This is an optimization exercise on Yosys and OpenROAD, whose aim is small area and a short achievable clock period, not a production implementation. In this exercise RTL edits were held to simulation tests only and were not proved equivalent to the original. Power is estimated from default activity; no workload was simulated.

<file path="config.mk">
export PLATFORM = sky130hd
export DESIGN_NAME = int_controller
export DESIGN_NICKNAME = int_controller
export VERILOG_FILES = /design/flow/design.v
export SDC_FILE = /design/flow/constraint.sdc
export NUM_CORES = 8
export LEC_CHECK = 0
export CAP_MARGIN = 20
export CORE_MARGIN = 2
export CORE_UTILIZATION = 40
export SLEW_MARGIN = 20
</file>
<file path="constraint.sdc">
create_clock -name core_clock -period 9.0 [get_ports {clock}]
set_input_delay 1.8000 -clock core_clock [delete_from_list [all_inputs] [get_ports {clock}]]
set_output_delay 1.8000 -clock core_clock [all_outputs]
set_load 0.01 [all_outputs]
</file>
<file path="design.v">
module Pixel_Counter(PxOut,clock, reset, ResetPx, IncPx);
input clock,reset,ResetPx,IncPx;
output reg[3:0] PxOut;
always @(posedge clock)
begin
	if(reset) PxOut <= 4'b0000;
	else if(ResetPx) PxOut <= 4'b0000;
	else if(IncPx) PxOut <= PxOut+4'b0001;
end
endmodule
module Line_Counter(LineOut, clock, reset, ResetLine, IncLine);
input clock,reset,ResetLine,IncLine;
output reg[3:0] LineOut;
always @(posedge clock)
begin
	if(reset) LineOut <= 4'b0;
	else if(ResetLine) LineOut <= 4'b0;
	else if(IncLine)LineOut <= LineOut+4'b0001; 
end
endmodule
module Addr0_Counter(lo_n, mid_n, hi_n, clock, reset, ResetAddr0, IncAddr0);
input clock,reset,ResetAddr0,IncAddr0;
output reg [3:0] lo_n, mid_n;
output reg [7:0] hi_n;
reg [3:0] lo, mid;
reg [7:0] hi;
always @(*)
begin
	lo_n = lo;
	mid_n = mid;
	hi_n = hi;
	if(ResetAddr0)
	begin
		lo_n = 4'b0001;
		mid_n = 4'b0001;
		hi_n = 8'b00000001;
	end
	else if(IncAddr0)
	begin
		lo_n = {lo[2:0], lo[3]};
		if(lo[3]) mid_n = {mid[2:0], mid[3]};
		if(lo[3] && mid[3]) hi_n = {hi[6:0], hi[7]};
	end
end
always @(posedge clock)
begin
	if(reset)
	begin
		lo <= 4'b0001;
		mid <= 4'b0001;
		hi <= 8'b00000001;
	end
	else
	begin
		lo <= lo_n;
		mid <= mid_n;
		hi <= hi_n;
	end
end
endmodule
module Addr1_Counter(lo_n, mid_n, hi_n, clock, reset, ResetAddr1, IncAddr1);
input clock,reset,ResetAddr1,IncAddr1;
output reg [3:0] lo_n, mid_n;
output reg [7:0] hi_n;
reg [3:0] lo, mid;
reg [7:0] hi;
always @(*)
begin
	lo_n = lo;
	mid_n = mid;
	hi_n = hi;
	if(ResetAddr1)
	begin
		lo_n = 4'b0001;
		mid_n = 4'b0001;
		hi_n = 8'b00000001;
	end
	else if(IncAddr1)
	begin
		lo_n = {lo[2:0], lo[3]};
		if(lo[3]) mid_n = {mid[2:0], mid[3]};
		if(lo[3] && mid[3]) hi_n = {hi[6:0], hi[7]};
	end
end
always @(posedge clock)
begin
	if(reset)
	begin
		lo <= 4'b0001;
		mid <= 4'b0001;
		hi <= 8'b00000001;
	end
	else
	begin
		lo <= lo_n;
		mid <= mid_n;
		hi <= hi_n;
	end
end
endmodule
module buf0(out_data, row0_99, WData, WE0, lo, mid, hi, clock, reset);
output reg row0_99;
input [23:0] WData;
input WE0, clock, reset;
input [3:0] lo, mid;
input [7:0] hi;
reg [2399:0] buff0;
reg [6:0] i;
output reg [23:0] out_data;
reg [23:0] rd;
integer k;
always @(*)
begin
	rd = 24'b0;
	for (k = 0; k < 100; k = k + 1)
		rd = rd | (buff0[k*24 +: 24] & {24{lo[k%4] & mid[(k/4)%4] & hi[k/16]}});
end
wire hit = WE0 & lo[i[1:0]] & mid[i[3:2]] & hi[i[6:4]];
always@(posedge clock)
	out_data <= hit ? WData : rd;
genvar r;
generate
	for (r = 0; r < 100; r = r + 1) begin : row
		always@(posedge clock)
			if (WE0 && i == r) buff0[r*24 +: 24] <= WData;
	end
endgenerate
always@(posedge clock)
begin
	if(reset)
	begin
		i <= 7'b0;
		row0_99 <= 1'b0;
	end
	else
	begin
		row0_99 <= (WE0 | row0_99) & (i == 7'd99);
		if(WE0)
		begin
			if (i == 7'd99) i <= 7'b0;
			else i <= i + 7'b1;
		end
	end
end
endmodule
module buf1(out_data, row1_99, WData, WE1, lo, mid, hi, clock, reset);
output reg row1_99;
input [23:0] WData;
input WE1, clock, reset;
input [3:0] lo, mid;
input [7:0] hi;
reg [2399:0] buff1;
reg [6:0] i;
output reg [23:0] out_data;
reg [23:0] rd;
integer k;
always @(*)
begin
	rd = 24'b0;
	for (k = 0; k < 100; k = k + 1)
		rd = rd | (buff1[k*24 +: 24] & {24{lo[k%4] & mid[(k/4)%4] & hi[k/16]}});
end
wire hit = WE1 & lo[i[1:0]] & mid[i[3:2]] & hi[i[6:4]];
always@(posedge clock)
	out_data <= hit ? WData : rd;
genvar r;
generate
	for (r = 0; r < 100; r = r + 1) begin : row
		always@(posedge clock)
			if (WE1 && i == r) buff1[r*24 +: 24] <= WData;
	end
endgenerate
always@(posedge clock)
begin
	if(reset)
	begin
		i <= 7'b0;
		row1_99 <= 1'b0;
	end
	else
	begin
		row1_99 <= (WE1 | row1_99) & (i == 7'd99);
		if(WE1)
		begin
			if (i == 7'd99) i <= 7'b0;
			else i <= i + 7'b1;
		end
	end
end
endmodule
module mux_buf0(B0, SelR0, SelG0, SelB0, red_pix0, green_pix0, blue_pix0);
output reg [7:0] B0;
input SelR0, SelG0, SelB0;
input [7:0] red_pix0, green_pix0, blue_pix0;
always@(*)
begin
	if(SelR0) B0 = red_pix0;
	else if(SelG0) B0 = green_pix0;
	else if(SelB0) B0 = blue_pix0;
	else B0 = 8'b0;
end
endmodule
module mux_buf1(B1, SelR1, SelG1, SelB1, red_pix1, green_pix1, blue_pix1);
output reg [7:0] B1;
input SelR1, SelG1, SelB1;
input [7:0] red_pix1, green_pix1, blue_pix1;
always@(*)
begin
	if(SelR1) B1 = red_pix1;
	else if(SelG1) B1 = green_pix1;
	else if(SelB1) B1 = blue_pix1;
	else B1 = 8'b0;
end
endmodule
module frame_mux(FrameIn,P0,P1,SelR0,SelG0,SelB0,SelR1,SelG1,SelB1,SelBuf0,SelBlank,SelBuf1,
		rgb,PxOut,AIPOut,RE0,RE1,CSDisplay,reset,clock);
output reg[7:0] FrameIn;
input [23:0] P0,P1;
input SelR0,SelG0,SelB0,SelR1,SelG1,SelB1,SelBuf0,SelBlank,SelBuf1;
input [1:0] rgb;
input [3:0] PxOut, AIPOut;
input RE0,RE1,CSDisplay,reset,clock;
wire le = (AIPOut == 4'd0) | (PxOut < AIPOut);
wire [7:0] H0, H1;
mux_buf0 mb0 (H0, SelR0, SelG0, SelB0, P0[23:16], P0[15:8], P0[7:0]);
mux_buf1 mb1 (H1, SelR1, SelG1, SelB1, P1[23:16], P1[15:8], P1[7:0]);
wire [7:0] C0, C1;
mux_buf0 mc0 (C0, rgb == 2'd0, rgb == 2'd1, rgb == 2'd2, P0[23:16], P0[15:8], P0[7:0]);
mux_buf1 mc1 (C1, rgb == 2'd0, rgb == 2'd1, rgb == 2'd2, P1[23:16], P1[15:8], P1[7:0]);
always@(posedge clock)
begin
	if(reset) FrameIn <= 8'b0;
	else if(RE0)
	begin
		if(CSDisplay) FrameIn <= le ? C0 : H0;
		else FrameIn <= (SelBuf0 & ~SelBlank) ? H0 : 8'b0;
	end
	else if(RE1)
	begin
		if(CSDisplay) FrameIn <= le ? C1 : H1;
		else FrameIn <= SelBuf1 ? H1 : 8'b0;
	end
	else if(CSDisplay) FrameIn <= 8'b0;
end
endmodule
module controller_buff0(RE0, WE0, RE1, WE1, SelR0, SelG0, SelB0, SelR1, SelG1, SelB1, SelBuf0, SelBlank, SelBuf1, IncPx, ResetPx, IncLine, ResetLine, SyncVB, Buf0Empty, Buf1Empty, IncAddr0, ResetAddr0, IncAddr1, ResetAddr1, row0_99, row1_99, ph,
			PxOut, LineOut, VBOut, AIPOut, AILOut, CSDisplay, clock, reset);
output reg RE0, WE0, RE1, WE1, SelR0, SelG0, SelB0, SelR1, SelG1, SelB1, SelBuf0, SelBlank, SelBuf1, IncPx, ResetPx, IncLine, ResetLine, SyncVB, Buf0Empty, Buf1Empty, IncAddr0, ResetAddr0, IncAddr1, ResetAddr1;
input [3:0] VBOut, AILOut, AIPOut, PxOut, LineOut;
input row0_99, row1_99;
input clock, reset, CSDisplay;
reg[8:0] counter;
parameter zero = 9'b0;
reg buf_select;
output reg [1:0] ph;
wire [8:0] cnt = counter + 9'b01;
wire [1:0] rgb_count = ph;
wire cnt_is0 = (counter == 9'd511);
wire cnt_is1 = (counter == 9'd0);
wire cnt_is511 = (counter == 9'd510);
wire [1:0] ph_inc = cnt_is511 ? 2'd0 : (ph == 2'd2) ? 2'd0 : ph + 2'd1;
reg [8:0] counter_n;
reg [1:0] ph_n;
reg SelR0_n, SelG0_n, SelB0_n, SelR1_n, SelG1_n, SelB1_n, SelBuf0_n, SelBlank_n, SelBuf1_n;
reg buf_select_n, RE0_n, WE0_n, RE1_n, WE1_n, IncPx_n, ResetPx_n, IncLine_n, ResetLine_n, SyncVB_n, Buf0Empty_n, Buf1Empty_n, IncAddr0_n, ResetAddr0_n, IncAddr1_n, ResetAddr1_n;
always @(*)
begin
	counter_n = counter;
	ph_n = ph;
	buf_select_n = buf_select;
	RE0_n = RE0;
	WE0_n = WE0;
	RE1_n = RE1;
	WE1_n = WE1;
	SelR0_n = SelR0;
	SelG0_n = SelG0;
	SelB0_n = SelB0;
	SelR1_n = SelR1;
	SelG1_n = SelG1;
	SelB1_n = SelB1;
	SelBuf0_n = SelBuf0;
	SelBlank_n = SelBlank;
	SelBuf1_n = SelBuf1;
	IncPx_n = IncPx;
	ResetPx_n = ResetPx;
	IncLine_n = IncLine;
	ResetLine_n = ResetLine;
	SyncVB_n = SyncVB;
	Buf0Empty_n = Buf0Empty;
	Buf1Empty_n = Buf1Empty;
	IncAddr0_n = IncAddr0;
	ResetAddr0_n = ResetAddr0;
	IncAddr1_n = IncAddr1;
	ResetAddr1_n = ResetAddr1;
	if(reset)
	begin
		counter_n = 9'b111111111;
		ph_n = 2'd0;
		buf_select_n = 1'b0;
		{RE0_n, WE0_n, RE1_n, WE1_n, SelR0_n, SelG0_n, SelB0_n, SelR1_n, SelG1_n, SelB1_n} = 10'b0;
		{SelBuf0_n, SelBlank_n, SelBuf1_n, IncPx_n, ResetPx_n, IncLine_n, ResetLine_n} = 7'b0;
		{SyncVB_n, Buf0Empty_n, Buf1Empty_n, IncAddr0_n, ResetAddr0_n, IncAddr1_n, ResetAddr1_n} = 7'b0;
	end
	else
	begin
	if(CSDisplay)
	begin
	   counter_n = cnt;
	   ph_n = ph_inc;
	  if(cnt_is0 && (buf_select%2 == 0))                     
	  begin
		 SelBlank_n = 1'b1;
  		 Buf1Empty_n = 1'b1;
		 Buf0Empty_n = 1'b0;
  		 SyncVB_n = 1'b1;
		 RE0_n = 1'b0;
		 RE1_n = 1'b0;
		 SelB1_n = 1'b0;
		 WE0_n = 1'b1;
	  end
	  else if(cnt_is0 && (buf_select%2 == 1) )              
	  begin
		 SelBlank_n = 1'b1;
  		 Buf0Empty_n = 1'b1;
		 Buf1Empty_n = 1'b0;
  		 SyncVB_n = 1'b1;
		 RE0_n = 1'b0;
		 RE1_n = 1'b0;
		 SelB0_n = 1'b0; 
	  end
	  else if(cnt_is1)						
	  begin
	  	SyncVB_n = 1'b0;
  	  end
	if(RE0)
	begin
		SelBlank_n = 0;
		SelBuf0_n = 1;
		if(PxOut < AIPOut - 1)
	  	begin
			if(rgb_count == 0)			
			begin
				SelR0_n = 1;
				SelB0_n = 0;
				SelG0_n = 0;
				SelBuf0_n = 1;
				RE0_n = 1;
				IncPx_n =0;
				IncAddr0_n = 0;
			end
			else if(rgb_count == 1)			
			begin
				SelG0_n = 1;
				SelB0_n = 0;
				SelR0_n = 0;
				SelBuf0_n = 1;
				RE0_n = 1;
				IncAddr0_n = 1;
				IncPx_n =0;
			end
			else if(rgb_count == 2)			
			begin
				SelB0_n = 1;
				SelR0_n = 0;
				SelG0_n = 0;
				SelBuf0_n = 1;
				RE0_n = 1;
				IncPx_n =1;
				IncAddr0_n = 0;
			end
	 	end
		else if(PxOut == AIPOut - 1)			
		begin
			if(rgb_count == 0)			
			begin
				SelR0_n = 1;
				SelB0_n = 0;
				SelG0_n = 0;
				SelBuf0_n = 1;
				RE0_n = 1;
				IncPx_n = 0;
				ResetPx_n = 0;
				IncLine_n = 0;
				ResetLine_n = 0;
				IncAddr0_n = 0;
			end
			else if(rgb_count == 1)			
			begin
				SelG0_n = 1;
				SelB0_n = 0;
				SelR0_n = 0;
				SelBuf0_n = 1;
				IncPx_n = 0;
				ResetPx_n = 0;
				IncLine_n = 0;
				ResetLine_n = 0;
				RE0_n = 1;
				IncAddr0_n = 1;
				if(LineOut == AILOut - 1)	
				begin
					ResetAddr0_n =1;
				end
			end
			else if(rgb_count == 2)			
			begin
				ResetPx_n = 1;
				IncPx_n = 0;
				SelB0_n = 1;
				SelR0_n = 0;
				SelG0_n = 0;
				SelBuf0_n = 1;
				IncAddr0_n = 0;
				if(LineOut < AILOut - 1)	
				begin
					IncLine_n = 1;
					SelBlank_n = 0;
					ResetLine_n = 0;
				end
				else if(LineOut == AILOut - 1)				
				begin
					ResetLine_n = 1;
					ResetAddr0_n = 0;
					ph_n = 2'd0;
					counter_n = 9'b111111111;			 
					buf_select_n = buf_select + 1;                     
					RE0_n = 1'b0;
				end
			end
		end    
	end  
	else if(RE1)
	begin
		SelBlank_n = 0;
		SelBuf1_n = 1;
		if(PxOut < AIPOut - 1)
	  	begin
	  		if(rgb_count == 0)			
			begin
				SelR1_n = 1;
				SelB1_n = 0;
				SelG1_n = 0;
				SelBuf1_n = 1;
				RE1_n = 1;
				IncPx_n =0;
				IncAddr1_n = 0;
			end
			else if(rgb_count == 1)			
			begin
				SelG1_n = 1;
				SelB1_n = 0;
				SelR1_n = 0;
				SelBuf1_n = 1;
				RE1_n = 1;
				IncAddr1_n = 1;
				IncPx_n =0;
			end
			else if(rgb_count == 2)			
			begin
				SelB1_n = 1;
				SelR1_n = 0;
				SelG1_n = 0;
				SelBuf1_n = 1;
				RE1_n = 1;
				IncPx_n =1;
				IncAddr1_n = 0;
			end
	 	end
		else if(PxOut == AIPOut - 1)			
		begin
			if(rgb_count == 0)			
			begin
				SelR1_n = 1;
				SelB1_n = 0;
				SelG1_n = 0;
				SelBuf1_n = 1;
				RE1_n = 1;
				IncPx_n = 0;
				ResetPx_n = 0;
				IncLine_n = 0;
				ResetLine_n = 0;
				IncAddr1_n = 0;
			end
			else if(rgb_count == 1)			
			begin
				SelG1_n = 1;
				SelB1_n = 0;
				SelR1_n = 0;
				SelBuf1_n = 1;
				IncPx_n = 0;
				ResetPx_n = 0;
				IncLine_n = 0;
				ResetLine_n = 0;
				RE1_n = 1;
				IncAddr1_n = 1;
				if(LineOut == AILOut - 1)	
				begin
					ResetAddr1_n =1;
				end
			end
			else if(rgb_count == 2)			
			begin
				ResetPx_n = 1;
				IncPx_n = 0;
				SelB1_n = 1;
				SelR1_n = 0;
				SelG1_n = 0;
				SelBuf1_n = 1;
				IncAddr1_n = 0;
				if(LineOut < AILOut - 1)	
				begin
					IncLine_n = 1;
					SelBlank_n = 0;
					ResetLine_n = 0;
				end
				else if(LineOut == AILOut - 1)				
				begin
					ResetLine_n = 1;
					ResetAddr1_n = 0; 
					ph_n = 2'd0;
					counter_n = 9'b111111111;			 
					buf_select_n = buf_select + 1;                      
					RE1_n = 1'b0;
				end
			end
		end   
	end 
	else 
	begin
	SelBuf1_n = 0;
	SelBuf0_n = 0;
	if(rgb_count == 2)
		begin
			if(PxOut < AIPOut - 1)       				
			begin
				IncPx_n =1;
				SelBlank_n = 1;
			end
			else if(PxOut == AIPOut -1)			    
			begin
				if(LineOut < VBOut - 1)			 
				begin
					ResetPx_n = 1;
					IncPx_n = 0;
					IncLine_n = 1;
					SelBlank_n =1;
				end
				else if(LineOut == VBOut -1)				 
				begin
					ResetPx_n =1 ;
					ResetLine_n = 1;
					IncLine_n = 0;
					IncPx_n = 0;
					if(buf_select%2 == 0) RE0_n = 1;			 
					else if(buf_select%2 == 1) RE1_n = 1;		 
				end
			end
		end
	else
	begin
		IncPx_n = 0;
		ResetPx_n = 0;
		ResetLine_n = 0;
		IncLine_n = 0;
	end
	end  
	end 
	if(CSDisplay)
	begin
		if(row0_99) 
		begin	
			WE0_n = 1'b0;
			WE1_n = 1'b1;
		end
		if(row1_99)
		begin
 			WE1_n = 1'b0;
		end
	end
	end 
end 
always @(posedge clock)
begin
	counter <= counter_n;
	ph <= ph_n;
	buf_select <= buf_select_n;
	RE0 <= RE0_n;
	WE0 <= WE0_n;
	RE1 <= RE1_n;
	WE1 <= WE1_n;
	SelR0 <= SelR0_n;
	SelG0 <= SelG0_n;
	SelB0 <= SelB0_n;
	SelR1 <= SelR1_n;
	SelG1 <= SelG1_n;
	SelB1 <= SelB1_n;
	SelBuf0 <= SelBuf0_n;
	SelBlank <= SelBlank_n;
	SelBuf1 <= SelBuf1_n;
	IncPx <= IncPx_n;
	ResetPx <= ResetPx_n;
	IncLine <= IncLine_n;
	ResetLine <= ResetLine_n;
	SyncVB <= SyncVB_n;
	Buf0Empty <= Buf0Empty_n;
	Buf1Empty <= Buf1Empty_n;
	IncAddr0 <= IncAddr0_n;
	ResetAddr0 <= ResetAddr0_n;
	IncAddr1 <= IncAddr1_n;
	ResetAddr1 <= ResetAddr1_n;
end
endmodule
module int_controller(FrameIn, SyncVB, SelBlank, WE0, WE1, Buf0Empty, Buf1Empty,
		WData, CSDisplay, VBOut, AILOut, AIPOut, clock, reset);
input clock, reset,CSDisplay;
input[3:0] VBOut,AILOut,AIPOut;
input [23:0] WData;
output [7:0] FrameIn;
output SyncVB, SelBlank, WE0, WE1, Buf0Empty, Buf1Empty;
wire clock,CSDisplay,reset;
wire [3:0] PxOut, LineOut, VBOut, AIPOut, AILOut ;
wire IncPx, ResetPx, IncLine, ResetLine,ResetAddr0,IncAddr0,ResetAddr1, IncAddr1,RE0, WE0, SelR0, SelG0, SelB0, RE1, WE1, SelR1, SelG1, SelB1, SelBuf0,SelBlank,SelBuf1;
wire [1:0] ph;
wire [3:0] lo0, mid0, lo1, mid1;
wire [7:0] hi0, hi1;
wire row0_99, row1_99;
wire [23:0] rd0, rd1;
wire[7:0] FrameIn;
Pixel_Counter pc (PxOut,clock, reset, ResetPx, IncPx);
Line_Counter  lc (LineOut, clock, reset, ResetLine, IncLine);
Addr0_Counter ac0(lo0, mid0, hi0, clock, reset, ResetAddr0, IncAddr0);
buf0 b0 (rd0, row0_99, WData, WE0, lo0, mid0, hi0, clock, reset);
Addr1_Counter ac1(lo1, mid1, hi1, clock, reset, ResetAddr1, IncAddr1);
buf1 b1 (rd1, row1_99, WData, WE1, lo1, mid1, hi1, clock, reset);
frame_mux fm (FrameIn,rd0,rd1,SelR0,SelG0,SelB0,SelR1,SelG1,SelB1,SelBuf0,SelBlank,SelBuf1,
		ph,PxOut,AIPOut,RE0,RE1,CSDisplay,reset,clock);
 controller_buff0 cb(RE0, WE0, RE1, WE1, SelR0, SelG0, SelB0, SelR1, SelG1, SelB1, SelBuf0, SelBlank, SelBuf1, IncPx, ResetPx, IncLine, ResetLine, SyncVB, Buf0Empty, Buf1Empty, IncAddr0, ResetAddr0, IncAddr1, ResetAddr1, row0_99, row1_99, ph,
			PxOut, LineOut, VBOut, AIPOut, AILOut, CSDisplay, clock, reset);
endmodule
</file>
<file path="run.sh">
#!/bin/bash
# synth_recipe.tcl (not shown) runs the flow's synth.tcl, then flattens the netlist and writes it again
# the make line also repeats each setting of config.mk as NAME=value (left out here)
make -C /OpenROAD-flow-scripts/flow DESIGN_CONFIG=/design/flow/config.mk WORK_HOME=/design/flow/orfs CLKGATE_MAP_FILE= SYNTH_SCRIPT=/design/flow/synth_recipe.tcl finish
</file>
==> metrics.log, run 1 <==
[metrics] outcome: finished with violations
[metrics] failing layout criteria: max-capacitance violations, max-slew violations
[metrics] P_leak: 65.9 nW
[metrics] achievable frequency: 153 MHz
[metrics] slew of the pin with the lowest slew margin: 1.50 ns
[metrics] worst clock skew: 0.0664 ns
[metrics] width of the die: 681 um
[metrics] leading cell types in the layout, fill and taps excluded: edfxtp_1, a22oi_1, buf_4
[metrics] Avg Synthesized Cell Area: 17.4 um2
[metrics] dpl ws: 3.09 ns
[metrics] count of buffers inserted at the top-level ports: 52
[metrics] CTS Root Cell: clkbuf_16
[metrics] basic-gate share of the synthesized area counting and, or, nand and nor cells: 0.0536
[metrics] buffer levels on the longest clock path: 4
[metrics] RSZ-0062 raised after global routing: no
[metrics] placer's final routability congestion estimate: 1.09
[metrics] number of inserted filler cells in the final layout: 38,300
[metrics] top cell type's share of synthesized area: 0.785
[metrics] Routed wire per std cell: 54.0 um
[metrics] final WL: 966,000 um
[metrics] Relative slew margins: -0.00130
[metrics] CP Capture Type: flip-flop
[metrics] detailed placer's ending HPWL: 585,000 um
[metrics] initial antenna violation count: 174
[metrics] via count: 134,000
[metrics] final critical path time including I/O delays and setup: 6.53 ns
[metrics] wire length of the first global-routing pass: 1,220,000 um
[metrics] number of placement rows: 248
[metrics] Post-Syn Instances: 10,500
[metrics] vias per inst: 7.46
[metrics] summed negative setup slack over all endpoints: 0 ns
[metrics] share of cell area taken by muxes after synthesis: 0.00343
[metrics] multi-input combinational cell area: 36,700 um2
[metrics] count of cells resized by post-cts repair: 0
[metrics] depth of the most critical reg-to-reg path: 10
[metrics] Synth Register Bits: 4,948
[metrics] area of the die: 464,000 um2
[metrics] Overflow after GRT: 0
[metrics] Post-Synthesis Net Count: 10,600
[metrics] # Post-CTS Setup Buffers: 0
[metrics] Reg2Reg Launch Point: ac1.lo[3]
[metrics] CTS tree: done
[metrics] most area-hungry cell type in the Yosys netlist: edfxtp_1
[metrics] synthesis-to-layout area growth: 16.6%
[metrics] pin count of the biggest net entering global routing: 155
[metrics] insertion delay of the later-clocked pin in the worst-skew pair: 1.12 ns
[metrics] DRC violation count after routing: 0
[metrics] power per standard cell area: 219 nW/um2
[metrics] count of different cell masters after synthesis: 104
[metrics] floorplan die height: 681 um
[metrics] prevailing post-synth register cell: edfxtp_1
[metrics] compound-gate portion of the synthesized area: 0.123
[metrics] most frequent standard cell in the layout excluding fill and tap cells: edfxtp_1
[metrics] Synth area leaders: edfxtp_1, a22oi_1, a22o_1, dfxtp_1, a221oi_1
[metrics] Final WS setup: 2.47 ns
[metrics] count of endpoints failing setup in the final report: 0
[metrics] fraction of registers with async set or reset after synthesis: 0
[metrics] class of the worst hold path: reg2reg
[metrics] Worst R2R Setup Slack: 2.47 ns
[metrics] count of pins over their slew limit: 1
[metrics] fraction of layout cells with a size suffix above 1: 0.174
[metrics] data required time at the worst endpoint: 9.94 ns
[metrics] Num Clock Sinks: 4,948
[metrics] number of buffers added by the clock tree synthesis step: 468
[metrics] count of nets left with antenna violations after detail routing: 0
[metrics] startpoint types: flip-flop
[metrics] register area: 147,000 um2
[metrics] vias in the first global route: 117,000
[metrics] Post-Synth Adder-Cell Area: 0.00259
[metrics] Final Hold Viols: 0
[metrics] final net count: 11,300
[metrics] CP Data Arrival Time: 7.47 ns
[metrics] critical setup path kind: reg2reg
[metrics] utilization after layout: 0.469
[metrics] capture point of the worst reg-to-reg path: b1.out_data[6]
[metrics] sequential fraction of the synthesis area: 0.802
[metrics] CTS Hold Bufs: 0
[metrics] number of synthesized flops with an enable pin: 4,800
[metrics] total power consumption of the routed design: 46.8 mW
[metrics] I/O pin cnt: 53
[metrics] period utilization: 0.726
[metrics] effective utilization at floorplan: 0.402
[metrics] worst hold path stage count: 2
[metrics] total iterations of the first detailed-routing run: 10
[metrics] number of violations of the max-capacitance limit: 1
[metrics] xor and xnor fraction of the mapped netlist area: 0.00143
[metrics] # H-tree levels: 5
[metrics] aggregate global-route resource usage: 0.407
[metrics] clock slew at the register clock pins of the worst setup and hold paths: 0.06 ns
[metrics] crit path max fanout: 27
[metrics] hold path start: cb.Buf0Empty
[metrics] Ys Warns: 10
[metrics] endpoint of the worst hold-timing path: cb.Buf0Empty
[metrics] largest vdd supply drop: 0.175 mV
[metrics] core region area: 456,000 um2
[metrics] Post-Syn Area: 184,000 um2
[metrics] dominant combinational cell family by area after synthesis: compound AO/OA/AOI/OAI gates
[metrics] drt first-iter violations: 34,900
how the worst max path moves through the flow:
| stage | startpoint | cells after the start | slack [ns] | to |
|---|---|---|---|---|
| final | ac1.lo[3] | 10 | 2.47 | b1.out_data[6] |
| after detailed placement | ac0.lo[3] | 11 | 3.09 | b0.out_data[4] |
| after CTS | ac0.lo[3] | 11 | 3.01 | b0.out_data[4] |
| after global routing | ac1.lo[3] | 10 | 2.59 | b1.out_data[21] |
| after global placement | cb.IncAddr0 | 10 | 2.25 | b0.out_data[6] |
| after floorplan | AIPOut[0] | 10 | 4.96 | cb.counter[1] |
worst max-delay path: stages (launching register included):
cell and delay, ns:
dfxtp_1 0.99, nand3_4 0.57, a21oi_4 0.28, buf_4 0.50
nor2_4 0.23, buf_4 0.35, a221o_1 0.44, nor4_1 0.26
nand4_1 0.90, nor4_1 1.45, a31oi_1 0.20
Yosys cell counts, types with 43 or more instances:
master	n
a222oi_1	149
nand3_1	185
a221oi_1	297
clkbuf_1	402
a31oi_1	48
a21oi_1	149
nor4_1	93
a22oi_1	1341
a32oi_1	50
and3_1	82
o21ai_0	112
edfxtp_1	4800
o22ai_1	61
buf_1	43
nand2_1	459
buf_2	112
a22o_1	371
nor3_1	137
dfxtp_1	148
nand4_1	261
nor2_1	508
cell families (layout without fill, tap and decap cells):
kind of cell / count (synthesis) / count (layout)
multiplexers: 56 / 56
flip-flops: 4948 / 4948
buffers and inverters: 617 / 1682
XOR/XNOR: 30 / 30
AND/OR/NAND/NOR: 1963 / 1963
adder cells (fa/ha/maj): 38 / 38
other: 0 / 168
AO/OA/AOI/OAI: 2885 / 2885
power by group:
part	internal [mW]	switching (mW)	leakage, nW	total, mW
sequential	25.3	0.115	44.3	25.4
combinational	0.139	0.797	14.0	0.937
clock	11.3	9.15	7.52	20.5
final cells by class:
cell class                      count  area share
Timing Repair Buffer              785      0.0304
Tap cell                         6125      0.0358
Clock buffer                      592      0.0585
Antenna cell                      168     0.00197
Inverter                           30    0.000526
Sequential cell                  4948       0.688
Multi-Input combinational cell   4972       0.171
Clock inverter                    275      0.0137
metal layers:
layer / vias up / track usage / share of wire
met3: 4395 / 0.191 / 0.17
met4: 76 / 0.364 / 0.11
met2: 16400 / 0.563 / 0.41
li1: 45800 / - / -
met1: 66800 / 0.468 / 0.31
met5: - / 0.0148 / 0.0010
stage by stage:
stage / hold slack (ns) / instance area [um2] / std cells
6_report: 0.468 / 214000 / 17900
5_1_grt: 0.503 / 214000 / 17800
4_1_cts: 0.465 / 213000 / 17700
3_5_place_dp: 0.456 / 198000 / 16800
3_3_place_gp: 0.456 / 197000 / 16800
2_1_floorplan: 0.418 / 184000 / 10500
state kept, by name, indices dropped and copies added (netlist names), 8 cells and up:
register / flops
b0.buff0: 2400
b1.buff1: 2400
b1.out_data: 24
fm.FrameIn: 8
ac0.hi: 8
ac1.hi: 8
cb.counter: 9
b0.out_data: 24
==> run 2: changes to the inputs <==
--- a/config.mk
+++ b/config.mk
@@ -10,2 +10,3 @@
 export CORE_UTILIZATION = 40
+export SETUP_SLACK_MARGIN = 4.5
 export SLEW_MARGIN = 20
==> run 2 against run 1 <==
  * Still fails the layout checks on max-capacitance violations, max-slew violations
  * Via count rose by 0.95%
  * Critical path type unchanged
  * Largest cell class unchanged
  * Hold slack got worse by 0.0017 ns
  * Non-clock buffer count rose by 116
  * Fmax rose by 29%
  * Setup slack improved by 1.5 ns
  * Flip-flop and latch count did not move
==> metrics.log, run 2 <==
[metrics] largest registers: b0.buff0 (2400), b1.buff1 (2400)
[metrics] startpoint types: flip-flop
[metrics] Synth area leaders: edfxtp_1, a22oi_1, a22o_1, dfxtp_1, a221oi_1
[metrics] largest vdd supply drop: 0.175 mV
[metrics] Synth top cells by count: edfxtp_1, a22oi_1, nor2_1
[metrics] initial antenna violation count: 146
[metrics] floorplan die height: 681 um
[metrics] Post-Synthesis Net Count: 10,600
[metrics] core region area: 456,000 um2
[metrics] slew of the pin with the lowest slew margin: 1.71 ns
[metrics] CTS Hold Bufs: 0
[metrics] width of the die: 681 um
[metrics] count of endpoints failing setup in the final report: 0
[metrics] final net count: 11,400
[metrics] count of buffers inserted at the top-level ports: 52
[metrics] maximum cell stage delay along the critical path: 0.99 ns
[metrics] dominant combinational cell family by area after synthesis: compound AO/OA/AOI/OAI gates
[metrics] sequential fraction of the synthesis area: 0.802
[metrics] internal portion of total power: 36.8 mW
[metrics] buffer levels on the longest clock path: 4
[metrics] net switching fraction of the power: 0.215
[metrics] final WL: 976,000 um
[metrics] worst clock skew: 0.0733 ns
[metrics] Post-Syn Area: 184,000 um2
[metrics] part of the total power dissipated in sequential elements: 0.542
[metrics] top cell type's share of synthesized area: 0.785
[metrics] Largest delay share family, worst path: simple AND/OR/NAND/NOR gates
[metrics] Post-Synth Adder-Cell Area: 0.00259
[metrics] CTS Root Cell: clkbuf_16
[metrics] number of violations of the max-capacitance limit: 1
[metrics] pin count of the biggest net entering global routing: 155
[metrics] total power consumption of the routed design: 46.9 mW
[metrics] # H-tree levels: 5
[metrics] crit path max-delay cell type: nand4_1
[metrics] number of synthesized flops with an enable pin: 4,800
[metrics] part of the total power dissipated in combinational logic: 0.020
[metrics] portion of total power attributed to the clock network: 0.438
[metrics] vias per inst: 7.49
[metrics] Post-Syn Instances: 10,500
[metrics] aggregate global-route resource usage: 0.409
[metrics] Avg Synthesized Cell Area: 17.4 um2
[metrics] achievable frequency: 198 MHz
[metrics] effective utilization at floorplan: 0.402
[metrics] WP buf/inv: 3
[metrics] synthesis-to-layout area growth: 17.9%
[metrics] count of different cell masters after synthesis: 104
[metrics] P_leak: 66.9 nW
[metrics] failing layout criteria: max-capacitance violations, max-slew violations
[metrics] via count: 135,000
[metrics] prevailing post-synth register cell: edfxtp_1
[metrics] area of the die: 464,000 um2
[metrics] Routed wire per std cell: 54.3 um
[metrics] Overflow after GRT: 0
[metrics] most area-hungry cell type in the Yosys netlist: edfxtp_1
[metrics] most frequent standard cell in the layout excluding fill and tap cells: edfxtp_1
[metrics] number of placement rows: 248
[metrics] outcome: finished with violations
[metrics] count of nets left with antenna violations after detail routing: 0
[metrics] class of the worst hold path: reg2reg
[metrics] Ys Warns: 10
[metrics] share of cell area taken by muxes after synthesis: 0.00343
[metrics] leading cell types in the layout, fill and taps excluded: edfxtp_1, a22oi_1, buf_4
[metrics] data required time at the worst endpoint: 9.95 ns
[metrics] clock slew at the register clock pins of the worst setup and hold paths: 0.06 ns
[metrics] insertion delay of the later-clocked pin in the worst-skew pair: 1.15 ns
[metrics] drt first-iter violations: 34,600
[metrics] summed negative setup slack over all endpoints: 0 ns
[metrics] DRC violation count after routing: 0
[metrics] non-filler instance count after layout: 18,000
[metrics] CTS tree: done
[metrics] total iterations of the first detailed-routing run: 10
[metrics] Num Clock Sinks: 4,948
[metrics] fraction of layout cells with a size suffix above 1: 0.191
[metrics] cell with the most instances after synthesis: edfxtp_1
[metrics] CP Capture Type: flip-flop
[metrics] detailed placer's ending HPWL: 585,000 um
[metrics] period utilization: 0.562
[metrics] fraction of registers with async set or reset after synthesis: 0
[metrics] placer's final routability congestion estimate: 1.09
[metrics] count of pins over their slew limit: 3
[metrics] crit path max fanout: 26
[metrics] I/O pin cnt: 53
[metrics] Relative slew margins: -0.142
[metrics] Final Hold Viols: 0
[metrics] list of cells traversed by the critical path: buf_12 -> buf_16 -> a21oi_2 -> buf_4 -> a22o_1 -> a22oi_2 -> nand4_1 -> or4_4 -> nor4_4 -> a41oi_1
[metrics] cell count after placement: 16,800
[metrics] final critical path time including I/O delays and setup: 5.06 ns
[metrics] wire length of the first global-routing pass: 1,230,000 um
[metrics] number of buffers added by the clock tree synthesis step: 468
[metrics] xor and xnor fraction of the mapped netlist area: 0.00143
[metrics] Synth Register Bits: 4,948
[metrics] compound-gate portion of the synthesized area: 0.123
[metrics] worst hold margin: 0.466 ns
[metrics] critical setup path kind: reg2reg
[metrics] RSZ-0062 raised after global routing: yes
[metrics] power per standard cell area: 217 nW/um2
[metrics] CP Data Arrival Time: 6.00 ns
[metrics] utilization after layout: 0.474
[metrics] basic-gate share of the synthesized area counting and, or, nand and nor cells: 0.0536
[metrics] vias in the first global route: 118,000
[metrics] total net switching power: 10.1 mW
[run 2: worst reg2reg max path, cell delays in order, from the launching register on]
cell and delay, ns:
dfxtp_4 0.49, buf_12 0.19, buf_16 0.26, a21oi_2 0.09, buf_4 0.23, a22o_1 0.21, a22oi_2 0.38, nand4_1 0.99
or4_4 0.90, nor4_4 0.94, a41oi_1 0.22
[run 2: power groups by stage]
stage                     sequential (mW)  clock, mW  combinational (mW)
final                                25.4       20.5               0.942
after global routing                 25.4       21.1               0.911
after CTS                            25.4       20.3               0.865
after detailed placement             25.9          0               0.862
after global placement               25.9          0               0.835
after floorplan                      25.8          0               0.167
[run 2: metal layers]
layer | up-vias | track usage | wire length [um]
met3 | 4606 | 0.197 | 172000
met1 | 67300 | 0.468 | 296000
met2 | 16800 | 0.561 | 393000
met4 | 57 | 0.371 | 114000
met5 | - | 0.0102 | 881
li1 | 46100 | - | -
[run 2: cell families (layout without fill, tap and decap cells)]
| group | Yosys count | after routing |
|---|---|---|
| adders and majority gates | 38 | 38 |
| buffers and inverters | 617 | 1798 |
| DFF | 4948 | 4948 |
| muxes | 56 | 56 |
| other | 0 | 142 |
| AOI/OAI and AO/OA | 2885 | 2885 |
| xor gates and xnor gates | 30 | 30 |
| and+or+nand+nor | 1963 | 1969 |
[run 2: path summary, 6_finish.rpt]
kind | startpoint | slack [ns] | cells past startpoint | end
setup reg to reg | cb.ResetAddr1 | 3.94 | 10 | b1.out_data[23]
hold reg to reg | cb.Buf0Empty | 0.47 | 2 | cb.Buf0Empty
hold / removal | cb.Buf0Empty | 0.47 | 2 | cb.Buf0Empty
setup / recovery | cb.ResetAddr1 | 3.94 | 10 | b1.out_data[23]
[run 2: timing repair]
| item | 4_1_cts | 5_1_grt |
|---|---|---|
| gates resized for setup | 113 | 185 |
| cloned | 4 | 12 |
| endpoints found under the setup margin | 48 | 39 |
| pin swaps | 21 | 48 |
| buffers inserted | 18 | 89 |
[run 2: area by class of cell]
class	count	area, um2
Fill cell	38100	240000
Sequential cell	4948	147000
Multi-Input combinational cell	4978	37600
Clock buffer	592	12500
Timing Repair Buffer	901	8080
Tap cell	6125	7660
Clock inverter	275	2930
Antenna cell	142	355
Inverter	30	113
[run 2: stage by stage]
stage	area, um2	setup slack (ns)
CTS	214000	4.41
global route	216000	4.25
detailed placement	198000	3.09
floorplan	184000	4.96
finish	216000	3.94
global placement	197000	2.25
==> run 3: changes to the inputs <==
--- a/design.v
+++ b/design.v
@@ -1,19 +1,19 @@
-module Pixel_Counter(PxOut,clock, reset, ResetPx, IncPx);
+module Pixel_Counter(Px1, clock, reset, ResetPx, IncPx);
 input clock,reset,ResetPx,IncPx;
-output reg[3:0] PxOut;
+output reg[4:0] Px1;
 always @(posedge clock)
 begin
-	if(reset) PxOut <= 4'b0000;
-	else if(ResetPx) PxOut <= 4'b0000;
-	else if(IncPx) PxOut <= PxOut+4'b0001;
+	if(reset) Px1 <= 5'd1;
+	else if(ResetPx) Px1 <= 5'd1;
+	else if(IncPx) Px1 <= (Px1 == 5'd16) ? 5'd1 : Px1 + 5'd1;
 end
 endmodule
-module Line_Counter(LineOut, clock, reset, ResetLine, IncLine);
+module Line_Counter(Ln1, clock, reset, ResetLine, IncLine);
 input clock,reset,ResetLine,IncLine;
-output reg[3:0] LineOut;
+output reg[4:0] Ln1;
 always @(posedge clock)
 begin
-	if(reset) LineOut <= 4'b0;
-	else if(ResetLine) LineOut <= 4'b0;
-	else if(IncLine)LineOut <= LineOut+4'b0001; 
+	if(reset) Ln1 <= 5'd1;
+	else if(ResetLine) Ln1 <= 5'd1;
+	else if(IncLine) Ln1 <= (Ln1 == 5'd16) ? 5'd1 : Ln1 + 5'd1;
 end
@@ -108,4 +108,4 @@
 reg [6:0] i;
-output reg [23:0] out_data;
-reg [23:0] rd;
+output reg [95:0] out_data;
+reg [95:0] rd;
 integer k;
@@ -113,9 +113,11 @@
 begin
-	rd = 24'b0;
+	rd = 96'b0;
 	for (k = 0; k < 100; k = k + 1)
-		rd = rd | (buff0[k*24 +: 24] & {24{lo[k%4] & mid[(k/4)%4] & hi[k/16]}});
+		rd[(k/32)*24 +: 24] = rd[(k/32)*24 +: 24] | (buff0[k*24 +: 24] & {24{lo[k%4] & mid[(k/4)%4] & hi[k/16]}});
 end
 wire hit = WE0 & lo[i[1:0]] & mid[i[3:2]] & hi[i[6:4]];
+integer g;
 always@(posedge clock)
-	out_data <= hit ? WData : rd;
+	for (g = 0; g < 4; g = g + 1)
+		out_data[g*24 +: 24] <= (hit && i[6:5] == g) ? WData : rd[g*24 +: 24];
 genvar r;
@@ -153,4 +155,4 @@
 reg [6:0] i;
-output reg [23:0] out_data;
-reg [23:0] rd;
+output reg [95:0] out_data;
+reg [95:0] rd;
 integer k;
@@ -158,9 +160,11 @@
 begin
-	rd = 24'b0;
+	rd = 96'b0;
 	for (k = 0; k < 100; k = k + 1)
-		rd = rd | (buff1[k*24 +: 24] & {24{lo[k%4] & mid[(k/4)%4] & hi[k/16]}});
+		rd[(k/32)*24 +: 24] = rd[(k/32)*24 +: 24] | (buff1[k*24 +: 24] & {24{lo[k%4] & mid[(k/4)%4] & hi[k/16]}});
 end
 wire hit = WE1 & lo[i[1:0]] & mid[i[3:2]] & hi[i[6:4]];
+integer g;
 always@(posedge clock)
-	out_data <= hit ? WData : rd;
+	for (g = 0; g < 4; g = g + 1)
+		out_data[g*24 +: 24] <= (hit && i[6:5] == g) ? WData : rd[g*24 +: 24];
 genvar r;
@@ -214,11 +218,14 @@
 endmodule
-module frame_mux(FrameIn,P0,P1,SelR0,SelG0,SelB0,SelR1,SelG1,SelB1,SelBuf0,SelBlank,SelBuf1,
-		rgb,PxOut,AIPOut,RE0,RE1,CSDisplay,reset,clock);
+module frame_mux(FrameIn,Q0,Q1,SelR0,SelG0,SelB0,SelR1,SelG1,SelB1,SelBuf0,SelBlank,SelBuf1,
+		rgb,Px1,AIPOut,RE0,RE1,CSDisplay,reset,clock);
 output reg[7:0] FrameIn;
-input [23:0] P0,P1;
+input [95:0] Q0,Q1;
+wire [23:0] P0 = Q0[23:0] | Q0[47:24] | Q0[71:48] | Q0[95:72];
+wire [23:0] P1 = Q1[23:0] | Q1[47:24] | Q1[71:48] | Q1[95:72];
 input SelR0,SelG0,SelB0,SelR1,SelG1,SelB1,SelBuf0,SelBlank,SelBuf1;
 input [1:0] rgb;
-input [3:0] PxOut, AIPOut;
+input [4:0] Px1;
+input [3:0] AIPOut;
 input RE0,RE1,CSDisplay,reset,clock;
-wire le = (AIPOut == 4'd0) | (PxOut < AIPOut);
+wire le = (AIPOut == 4'd0) | (Px1 <= {1'b0, AIPOut});
 wire [7:0] H0, H1;
@@ -246,5 +253,12 @@
 module controller_buff0(RE0, WE0, RE1, WE1, SelR0, SelG0, SelB0, SelR1, SelG1, SelB1, SelBuf0, SelBlank, SelBuf1, IncPx, ResetPx, IncLine, ResetLine, SyncVB, Buf0Empty, Buf1Empty, IncAddr0, ResetAddr0, IncAddr1, ResetAddr1, row0_99, row1_99, ph,
-			PxOut, LineOut, VBOut, AIPOut, AILOut, CSDisplay, clock, reset);
+			Px1, Ln1, VBOut, AIPOut, AILOut, CSDisplay, clock, reset);
 output reg RE0, WE0, RE1, WE1, SelR0, SelG0, SelB0, SelR1, SelG1, SelB1, SelBuf0, SelBlank, SelBuf1, IncPx, ResetPx, IncLine, ResetLine, SyncVB, Buf0Empty, Buf1Empty, IncAddr0, ResetAddr0, IncAddr1, ResetAddr1;
-input [3:0] VBOut, AILOut, AIPOut, PxOut, LineOut;
+input [3:0] VBOut, AILOut, AIPOut;
+input [4:0] Px1, Ln1;
+wire px_lt = (AIPOut == 4'd0) | (Px1 < {1'b0, AIPOut});
+wire px_eq = (Px1 == {1'b0, AIPOut});
+wire al_lt = (AILOut == 4'd0) | (Ln1 < {1'b0, AILOut});
+wire al_eq = (Ln1 == {1'b0, AILOut});
+wire vb_lt = (VBOut == 4'd0) | (Ln1 < {1'b0, VBOut});
+wire vb_eq = (Ln1 == {1'b0, VBOut});
 input row0_99, row1_99;
@@ -338,3 +352,3 @@
 		SelBuf0_n = 1;
-		if(PxOut < AIPOut - 1)
+		if(px_lt)
 	  	begin
@@ -371,3 +385,3 @@
 	 	end
-		else if(PxOut == AIPOut - 1)			
+		else if(px_eq)			
 		begin
@@ -398,3 +412,3 @@
 				IncAddr0_n = 1;
-				if(LineOut == AILOut - 1)	
+				if(al_eq)	
 				begin
@@ -412,3 +426,3 @@
 				IncAddr0_n = 0;
-				if(LineOut < AILOut - 1)	
+				if(al_lt)	
 				begin
@@ -418,3 +432,3 @@
 				end
-				else if(LineOut == AILOut - 1)				
+				else if(al_eq)				
 				begin
@@ -434,3 +448,3 @@
 		SelBuf1_n = 1;
-		if(PxOut < AIPOut - 1)
+		if(px_lt)
 	  	begin
@@ -467,3 +481,3 @@
 	 	end
-		else if(PxOut == AIPOut - 1)			
+		else if(px_eq)			
 		begin
@@ -494,3 +508,3 @@
 				IncAddr1_n = 1;
-				if(LineOut == AILOut - 1)	
+				if(al_eq)	
 				begin
@@ -508,3 +522,3 @@
 				IncAddr1_n = 0;
-				if(LineOut < AILOut - 1)	
+				if(al_lt)	
 				begin
@@ -514,3 +528,3 @@
 				end
-				else if(LineOut == AILOut - 1)				
+				else if(al_eq)				
 				begin
@@ -532,3 +546,3 @@
 		begin
-			if(PxOut < AIPOut - 1)       				
+			if(px_lt)       				
 			begin
@@ -537,5 +551,5 @@
 			end
-			else if(PxOut == AIPOut -1)			    
+			else if(px_eq)			    
 			begin
-				if(LineOut < VBOut - 1)			 
+				if(vb_lt)			 
 				begin
@@ -546,3 +560,3 @@
 				end
-				else if(LineOut == VBOut -1)				 
+				else if(vb_eq)				 
 				begin
@@ -619,3 +633,4 @@
 wire clock,CSDisplay,reset;
-wire [3:0] PxOut, LineOut, VBOut, AIPOut, AILOut ;
+wire [3:0] VBOut, AIPOut, AILOut ;
+wire [4:0] Px1, Ln1;
 wire IncPx, ResetPx, IncLine, ResetLine,ResetAddr0,IncAddr0,ResetAddr1, IncAddr1,RE0, WE0, SelR0, SelG0, SelB0, RE1, WE1, SelR1, SelG1, SelB1, SelBuf0,SelBlank,SelBuf1;
@@ -625,6 +640,6 @@
 wire row0_99, row1_99;
-wire [23:0] rd0, rd1;
+wire [95:0] rd0, rd1;
 wire[7:0] FrameIn;
-Pixel_Counter pc (PxOut,clock, reset, ResetPx, IncPx);
-Line_Counter  lc (LineOut, clock, reset, ResetLine, IncLine);
+Pixel_Counter pc (Px1,clock, reset, ResetPx, IncPx);
+Line_Counter  lc (Ln1, clock, reset, ResetLine, IncLine);
 Addr0_Counter ac0(lo0, mid0, hi0, clock, reset, ResetAddr0, IncAddr0);
@@ -634,5 +649,5 @@
 frame_mux fm (FrameIn,rd0,rd1,SelR0,SelG0,SelB0,SelR1,SelG1,SelB1,SelBuf0,SelBlank,SelBuf1,
-		ph,PxOut,AIPOut,RE0,RE1,CSDisplay,reset,clock);
+		ph,Px1,AIPOut,RE0,RE1,CSDisplay,reset,clock);
  controller_buff0 cb(RE0, WE0, RE1, WE1, SelR0, SelG0, SelB0, SelR1, SelG1, SelB1, SelBuf0, SelBlank, SelBuf1, IncPx, ResetPx, IncLine, ResetLine, SyncVB, Buf0Empty, Buf1Empty, IncAddr0, ResetAddr0, IncAddr1, ResetAddr1, row0_99, row1_99, ph,
-			PxOut, LineOut, VBOut, AIPOut, AILOut, CSDisplay, clock, reset);
+			Px1, Ln1, VBOut, AIPOut, AILOut, CSDisplay, clock, reset);
 endmodule
==> flow/run.sh (new file) <==
#!/bin/bash
set -euo pipefail
bash standard.sh SETUP_SLACK_MARGIN=5.6 finish > layout.log 2>&1
==> standard.sh (new file) <==
#!/bin/bash
# synth_recipe.tcl (not shown) runs the flow's synth.tcl, then flattens the netlist and writes it again
# the make line also repeats each setting of config.mk as NAME=value (left out here)
make -C /OpenROAD-flow-scripts/flow DESIGN_CONFIG=/design/flow/config.mk WORK_HOME=/design/flow/orfs CLKGATE_MAP_FILE= SYNTH_SCRIPT=/design/flow/synth_recipe.tcl "${@:-finish}"
--- a/config.mk
+++ b/config.mk
@@ -7,6 +7,5 @@
 export LEC_CHECK = 0
-export CAP_MARGIN = 20
+export CAP_MARGIN = 35
 export CORE_MARGIN = 2
 export CORE_UTILIZATION = 40
-export SETUP_SLACK_MARGIN = 4.5
-export SLEW_MARGIN = 20
+export SLEW_MARGIN = 35
removed: run.sh
==> run 3 against run 2 <==
  * The run now finishes clean
  * Setup slack better by 1.6 ns
  * Fmax up 45%
  * Sequential share of layout area up 1.8 points
  * Register-to-register slack better by 1.6 ns
  * Flip-flop and latch count up 146
  * Clock-buffer cell count up 100
  * Clock power up 4%
  * Hold slack better by 0.013 ns
  * Combinational power down 19%
  * Synthesized area up 0.69%
  * Final area down 0.60%
  * Routed wire length down 32%
  * Largest power group unchanged
==> metrics.log, run 3 <==
[metrics] outcome: finished clean
[metrics] Worst R2R Setup Slack: 5.52 ns
[metrics] via count: 116,000
[metrics] Post-Syn Instances: 10,800
[metrics] met2 Use GR: 0.423
[metrics] depth of the most critical reg-to-reg path: 10
[metrics] hold path start: cb.SelBuf1
[metrics] most area-hungry cell type in the Yosys netlist: edfxtp_1
[metrics] RSZ-0062 raised after global routing: yes
[metrics] Reg2Reg Launch Point: cb.ResetAddr0
[metrics] aggregate global-route resource usage: 0.275
[metrics] largest registers: b0.buff0 (2400), b1.buff1 (2400)
[metrics] endpoint of the worst hold-timing path: cb.SelBuf1
[metrics] power per standard cell area: 224 nW/um2
[metrics] GR Util met3: 0.0752
[metrics] GRT met1 Usage: 0.366
[metrics] insertion delay of the later-clocked pin in the worst-skew pair: 1.08 ns
[metrics] startpoint types: flip-flop
[metrics] critical setup path kind: reg2reg
[metrics] Post-Synthesis Net Count: 10,800
[metrics] worst hold path stage count: 2
[metrics] Relative slew margins: 0.248
[metrics] count of endpoints failing setup in the final report: 0
[metrics] CTS Root Cell: clkbuf_16
[metrics] Ys Warns: 10
[metrics] DRC violation count after routing: 0
[metrics] class of the worst hold path: reg2reg
[metrics] core region area: 460,000 um2
[metrics] count of buffers inserted at the top-level ports: 52
[metrics] Synth top cells by count: edfxtp_1, a22oi_1, nand2_1
[metrics] wire length of the first global-routing pass: 901,000 um
[metrics] count of nets left with antenna violations after detail routing: 0
[metrics] fraction of registers with async set or reset after synthesis: 0
[metrics] placer's final routability congestion estimate: 0.908
[metrics] sequential fraction of the synthesis area: 0.812
[metrics] vias in the first global route: 110,000
[metrics] data required time at the worst endpoint: 9.91 ns
[metrics] achievable frequency: 287 MHz
[metrics] CTS tree: done
[metrics] list of cells traversed by the critical path: buf_12 -> nor2_2 -> a32oi_4 -> buf_12 -> nor2_4 -> buf_4 -> a22oi_1 -> nand4_1 -> nor4_1 -> a21oi_1
[metrics] crit path max-delay cell type: nor2_2
[metrics] number of placement rows: 249
[metrics] area of the die: 467,000 um2
[metrics] width of the die: 684 um
[metrics] leading cell types in the layout, fill and taps excluded: edfxtp_1, a22oi_1, nand2_1
[metrics] summed negative setup slack over all endpoints: 0 ns
[metrics] number of inserted filler cells in the final layout: 38,500
[metrics] Avg Synthesized Cell Area: 17.1 um2
[metrics] pin count of the biggest net entering global routing: 150
[metrics] largest vdd supply drop: 0.205 mV
[metrics] prevailing post-synth register cell: edfxtp_1
[metrics] Most Frequent Cell on Critical Path: buf_12
[metrics] utilization after layout: 0.468
[metrics] cell count after placement: 16,900
[metrics] Num Clock Sinks: 5,094
[metrics] final critical path time including I/O delays and setup: 3.48 ns
[metrics] fraction of layout cells with a size suffix above 1: 0.164
[metrics] count of pins over their slew limit: 0
[metrics] total iterations of the first detailed-routing run: 7
[metrics] # H-tree levels: 6
[metrics] worst clock skew: 0.0800 ns
[metrics] drt first-iter violations: 20,000
[metrics] maximum cell stage delay along the critical path: 0.52 ns
[metrics] register area: 150,000 um2
[metrics] P_leak: 68.0 nW
[metrics] buffer levels on the longest clock path: 4
[metrics] initial antenna violation count: 48
[metrics] clock slew at the register clock pins of the worst setup and hold paths: 0.06 ns
[metrics] count of different cell masters after synthesis: 82
[metrics] most heavily used metal layer in global routing: met2
[metrics] number of buffers added by the clock tree synthesis step: 523
[metrics] CTS Hold Bufs: 0
[metrics] period utilization: 0.387
[metrics] CP Capture Type: flip-flop
[metrics] synthesis-to-layout area growth: 16.4%
[metrics] final WL: 665,000 um
[metrics] crit path max fanout: 37
[metrics] slew of the pin with the lowest slew margin: 1.13 ns
[metrics] Final Hold Viols: 0
[metrics] detailed placer's ending HPWL: 344,000 um
[metrics] vias per inst: 6.47
[metrics] floorplan die height: 684 um
[metrics] CP Data Arrival Time: 4.40 ns
[metrics] capture point of the worst reg-to-reg path: b0.out_data[10]
[metrics] effective utilization at floorplan: 0.402
[metrics] cell with the most instances after synthesis: edfxtp_1
[metrics] Routed wire per std cell: 37.1 um
[metrics] Post-Syn Area: 185,000 um2
[metrics] I/O pin cnt: 53
[metrics] Synth Register Bits: 5,094
[metrics] number of synthesized flops with an enable pin: 4,800
[metrics] Overflow after GRT: 0
[metrics] Synth area leaders: edfxtp_1, a22oi_1, dfxtp_1, nand2_1, nor2_1
[metrics] number of violations of the max-capacitance limit: 0
[metrics] non-filler instance count after layout: 17,900
[metrics] most frequent standard cell in the layout excluding fill and tap cells: edfxtp_1
[metrics] top cell type's share of synthesized area: 0.780
[metrics] final net count: 11,400
[metrics] multi-input combinational cell area: 35,100 um2
-- run 3: area by class of cell --
| class | count | area share |
|---|---|---|
| sequential | 5094 | 0.698 |
| multi-input combinational | 5065 | 0.163 |
| timing repair inverter | 1 | 0.0000233 |
| clock buffer | 692 | 0.0662 |
| timing repair buffer | 594 | 0.0245 |
| tap | 6149 | 0.0358 |
| antenna | 22 | 0.000256 |
| clock inverter | 254 | 0.0113 |
| inverter | 46 | 0.000890 |
-- run 3: cells by family (layout without fill, tap and decap cells) --
family | count (synthesis) | in the layout | synth area share
AO/OA/AOI/OAI | 2823 | 2823 | 0.114
XOR/XNOR | 23 | 23 | 0.00109
adder cells (fa/ha/maj) | 32 | 32 | 0.00217
buffers and inverters | 624 | 1587 | 0.0133
flip-flops | 5094 | 5094 | 0.812
multiplexers | 79 | 81 | 0.00507
other | 0 | 22 | 0
AND/OR/NAND/NOR | 2103 | 2106 | 0.0522
-- run 3: repair_timing --
item | in CTS | in global routing
pin swaps | 5 | 6
endpoints found under the setup margin | 302 | 115
buffers inserted | 10 | 13
resized for setup | 202 | 44
gates cloned | 6 | 1
-- run 3: power breakdown --
group,internal (mW),switching [mW]
combinational,0.138,0.629
clock,12.0,9.24
sequential,25.9,0.0846
-- run 3: through the flow --
step	worst slack (ns)	power [mW]	hold WS, ns	cell area [um2]
6_report	5.52	48.1	0.479	215000
3_3_place_gp	3.72	27.2	0.468	197000
4_1_cts	5.44	48.1	0.477	214000
2_1_floorplan	5.48	26.7	0.419	185000
5_1_grt	5.52	49.1	0.499	215000
3_5_place_dp	3.99	27.3	0.469	197000
-- run 3: worst max path at each step --
stage / from / end / slack [ns] / cells past startpoint
after floorplan: AIPOut[3] / cb.counter[1] / 5.48 / 9
after global placement: VBOut[3] / cb.IncLine / 3.72 / 10
after detailed placement: AIPOut[3] / cb.counter[1] / 3.99 / 9
after CTS: cb.WE0 / WE0 / 5.44 / 1
after global routing: cb.WE1 / WE1 / 5.52 / 2
final: cb.ResetAddr0 / b0.out_data[10] / 5.52 / 10
-- run 3: layer usage --
layer | wire length [um] | vias to the layer above
li1 | - | 45300
met4 | 36800 | 32
met2 | 297000 | 9431
met3 | 94600 | 1741
met1 | 237000 | 59400
met5 | 214 | -
-- run 3: worst max-delay path, delay by kind of cell (launching register included) --
| kind | cells | cell delay, ns |
|---|---|---|
| AO/OA/AOI/OAI | 3 | 0.78 |
| AND/OR/NAND/NOR | 4 | 1.28 |
| flip-flops | 1 | 0.39 |
| buffers and inverters | 3 | 0.88 |
==> run 4: changes to the inputs <==
--- a/config.mk
+++ b/config.mk
@@ -10,2 +10,4 @@
 export CORE_UTILIZATION = 40
+export CTS_CLUSTER_DIAMETER = 60
+export CTS_CLUSTER_SIZE = 25
 export SLEW_MARGIN = 35
==> run 4 against run 3 <==
  * Die area is the same
  * Total power down 7.1%
  * Global-route usage down 0.18 points
  * Combinational power about the same
  * Clock skew up 0.0053 ns
  * Setup slack lost 0.037 ns
  * Sequential power hardly changed
  * Utilization fell by 0.80 points
  * Clock-buffer cell count down 307
  * Synthesized area stayed put
  * Critical path type is now reg2out
  * Largest power group unchanged
==> metrics.log, run 4 <==
[metrics] outcome: finished clean
[metrics] initial antenna violation count: 36
[metrics] placer's final routability congestion estimate: 0.908
[metrics] area of the die: 467,000 um2
[metrics] Post-Synth Adder-Cell Area: 0.00217
[metrics] achievable frequency: 284 MHz
[metrics] utilization after layout: 0.460
[metrics] count of different cell masters after synthesis: 82
[metrics] dominant combinational cell family by area after synthesis: compound AO/OA/AOI/OAI gates
[metrics] Avg Synthesized Cell Area: 17.1 um2
[metrics] buffer levels on the longest clock path: 4
[metrics] class of the worst hold path: reg2reg
[metrics] vias in the first global route: 108,000
[metrics] Num Clock Sinks: 5,094
[metrics] critical setup path kind: reg2out
[metrics] width of the die: 684 um
[metrics] Overflow after GRT: 0
[metrics] floorplan die height: 684 um
[metrics] basic-gate share of the synthesized area counting and, or, nand and nor cells: 0.0522
[metrics] number of buffers added by the clock tree synthesis step: 360
[metrics] effective utilization at floorplan: 0.402
[metrics] CP Capture Type: primary output
[metrics] vias per inst: 6.51
[metrics] period utilization: 0.391
[metrics] top cell type's share of synthesized area: 0.780
[metrics] Largest delay share family, worst path: flip-flops
[metrics] crit path max fanout: 14
[metrics] leading cell types in the layout, fill and taps excluded: edfxtp_1, a22oi_1, nand2_1
[metrics] Synth area leaders: edfxtp_1, a22oi_1, dfxtp_1, nand2_1, nor2_1
[metrics] startpoint types: flip-flop
[metrics] Final Hold Viols: 0
[metrics] count of buffers inserted at the top-level ports: 52
[metrics] I/O pin cnt: 53
[metrics] aggregate global-route resource usage: 0.274
[metrics] maximum cell stage delay along the critical path: 0.47 ns
[metrics] P_leak: 66.1 nW
[metrics] Synth Register Bits: 5,094
[metrics] cell with the most instances after synthesis: edfxtp_1
[metrics] data required time at the worst endpoint: 7.20 ns
[metrics] prevailing post-synth register cell: edfxtp_1
[metrics] Post-Synthesis Net Count: 10,800
[metrics] list of cells traversed by the critical path: clkbuf_4
[metrics] summed negative setup slack over all endpoints: 0 ns
[metrics] power per standard cell area: 211 nW/um2
[metrics] sequential fraction of the synthesis area: 0.812
[metrics] Relative slew margins: 0.230
[metrics] crit path max-delay cell type: dfxtp_4
[metrics] wire length of the first global-routing pass: 894,000 um
[metrics] number of synthesized flops with an enable pin: 4,800
[metrics] drt first-iter violations: 19,900
[metrics] total iterations of the first detailed-routing run: 9
[metrics] most frequent standard cell in the layout excluding fill and tap cells: edfxtp_1
[metrics] via count: 115,000
[metrics] DRC violation count after routing: 0
[metrics] Post-Syn Area: 185,000 um2
[metrics] fraction of registers with async set or reset after synthesis: 0
[metrics] most area-hungry cell type in the Yosys netlist: edfxtp_1
[metrics] CP Data Arrival Time: 1.72 ns
[metrics] WP buf/inv: 1
[metrics] RSZ-0062 raised after global routing: yes
[metrics] synthesis-to-layout area growth: 14.4%
[metrics] clock slew at the register clock pins of the worst setup and hold paths: 0.08 ns
[metrics] CTS Hold Bufs: 0
[metrics] Routed wire per std cell: 37.5 um
[metrics] compound-gate portion of the synthesized area: 0.114
[metrics] count of pins over their slew limit: 0
[metrics] largest registers: b0.buff0 (2400), b1.buff1 (2400)
[metrics] insertion delay of the later-clocked pin in the worst-skew pair: 1.02 ns
[metrics] # H-tree levels: 5
[metrics] worst clock skew: 0.0852 ns
[metrics] Post-Syn Instances: 10,800
[metrics] CTS Root Cell: clkbuf_16
[metrics] number of placement rows: 249
[metrics] Synth top cells by count: edfxtp_1, a22oi_1, nand2_1
[metrics] final net count: 11,200
[metrics] number of violations of the max-capacitance limit: 0
[metrics] xor and xnor fraction of the mapped netlist area: 0.00109
[metrics] detailed placer's ending HPWL: 344,000 um
[metrics] final critical path time including I/O delays and setup: 3.52 ns
[metrics] fraction of layout cells with a size suffix above 1: 0.161
[metrics] slew of the pin with the lowest slew margin: 1.16 ns
[metrics] count of nets left with antenna violations after detail routing: 0
[metrics] share of cell area taken by muxes after synthesis: 0.00507
[metrics] final WL: 661,000 um
[metrics] largest vdd supply drop: 0.162 mV
[metrics] Ys Warns: 10
[metrics] core region area: 460,000 um2
[metrics] CTS tree: done
[metrics] count of endpoints failing setup in the final report: 0
[metrics] pin count of the biggest net entering global routing: 150
[run 4: cell counts after synthesis]
No cell type changed its count.
[run 4: timing repair]
item                       in CTS  in global routing
cloned                          6                  0
pin swaps                       8                 10
setup endpoints to repair     302                104
setup buffers                  12                 14
gates resized for setup       204                 45
[run 4: power breakdown]
part | internal (mW) | leakage [nW] | switching [mW] | total, mW
Clock | 8.62 | 6.29 | 9.29 | 17.9
Combinational | 0.138 | 14.3 | 0.626 | 0.764
Sequential | 25.9 | 45.5 | 0.0882 | 26.0
[run 4: path summary, 6_finish.rpt]
check,from,to,slack (ns),cells after the start
worst max-delay path,cb.WE0,WE0,5.48,1
worst min-delay path,cb.SelBuf1,cb.SelBuf1,0.48,2
worst max register to register,cb.IncAddr0,b0.out_data[71],5.56,8
worst min register to register,cb.SelBuf1,cb.SelBuf1,0.48,2
[run 4: layout make-up]
class / instances / area (um2)
Fill cell: 38800 / 248000
Multi-Input combinational cell: 5065 / 35100
Antenna cell: 30 / 75.1
Timing Repair Buffer: 595 / 5200
Tap cell: 6149 / 7690
Inverter: 46 / 191
Clock buffer: 385 / 9260
Clock inverter: 288 / 3740
Sequential cell: 5094 / 150000
[run 4: kinds of logic (layout without fill, tap and decap cells)]
kind of cell / count (synthesis) / count (layout)
xor gates and xnor gates: 23 / 23
buffers and inverters: 624 / 1314
DFF: 5094 / 5094
adders and majority gates: 32 / 32
and+or+nand+nor: 2103 / 2106
AOI/OAI and AO/OA: 2823 / 2823
muxes: 79 / 81
other: 0 / 30
[run 4: per-stage QoR]
stage,total power [mW],std cells,hold WS [ns],instance area (um2),setup WS (ns)
global placement,27.2,16900,0.468,197000,3.72
floorplan,26.7,10800,0.419,185000,5.48
detailed placement,27.3,16900,0.469,197000,3.99
global route,45.6,17600,0.501,211000,5.46
finish,44.7,17700,0.480,211000,5.48
CTS,44.7,17600,0.480,211000,5.35
[run 4: layer usage]
layer,share of wire,GRT usage,up-vias
met3,0.14,0.0698,1688
met1,0.36,0.365,59000
met2,0.45,0.421,9137
li1,-,-,45000
met4,0.057,0.128,18
met5,0.00018,0,-

what the ideal ports hide:
The results above use ideal ports. As a check the final layouts listed here were re-extracted and re-timed, cells and wires unchanged. Step 1 sets driving cells, clkbuf_16 on the clock port and buf_2 on the other inputs (assumed; they add their load-dependent delay and slew). Step 2 times the ports against the registers' clock, not the clock port: input delays grow and output delays shrink by t, the midpoint of the rising clock arrivals with the driver on. Three values: ideal ports, drivers, drivers and shift; two values: the first two.
| run | t (ns) | setup slack, ns | hold slack, ns |
|---|---|---|---|
| run 1 | 1.216 | 2.467 / 2.467 / 2.467 | 0.468 / 0.468 / 0.468 |
| run 2 | 1.228 | 3.945 / 3.945 / 3.677 | 0.466 / 0.466 / 0.466 |
| run 3 | 1.143 | 5.515 / 5.413 / 4.573 | 0.479 / 0.479 / 0.479 |
| run 4 | 1.083 | 5.478 / 5.369 / 4.696 | 0.480 / 0.480 / 0.480 |
The setup slack of run 3, which loses most, moves by -0.102 ns with the drivers and by -0.942 ns with both steps.
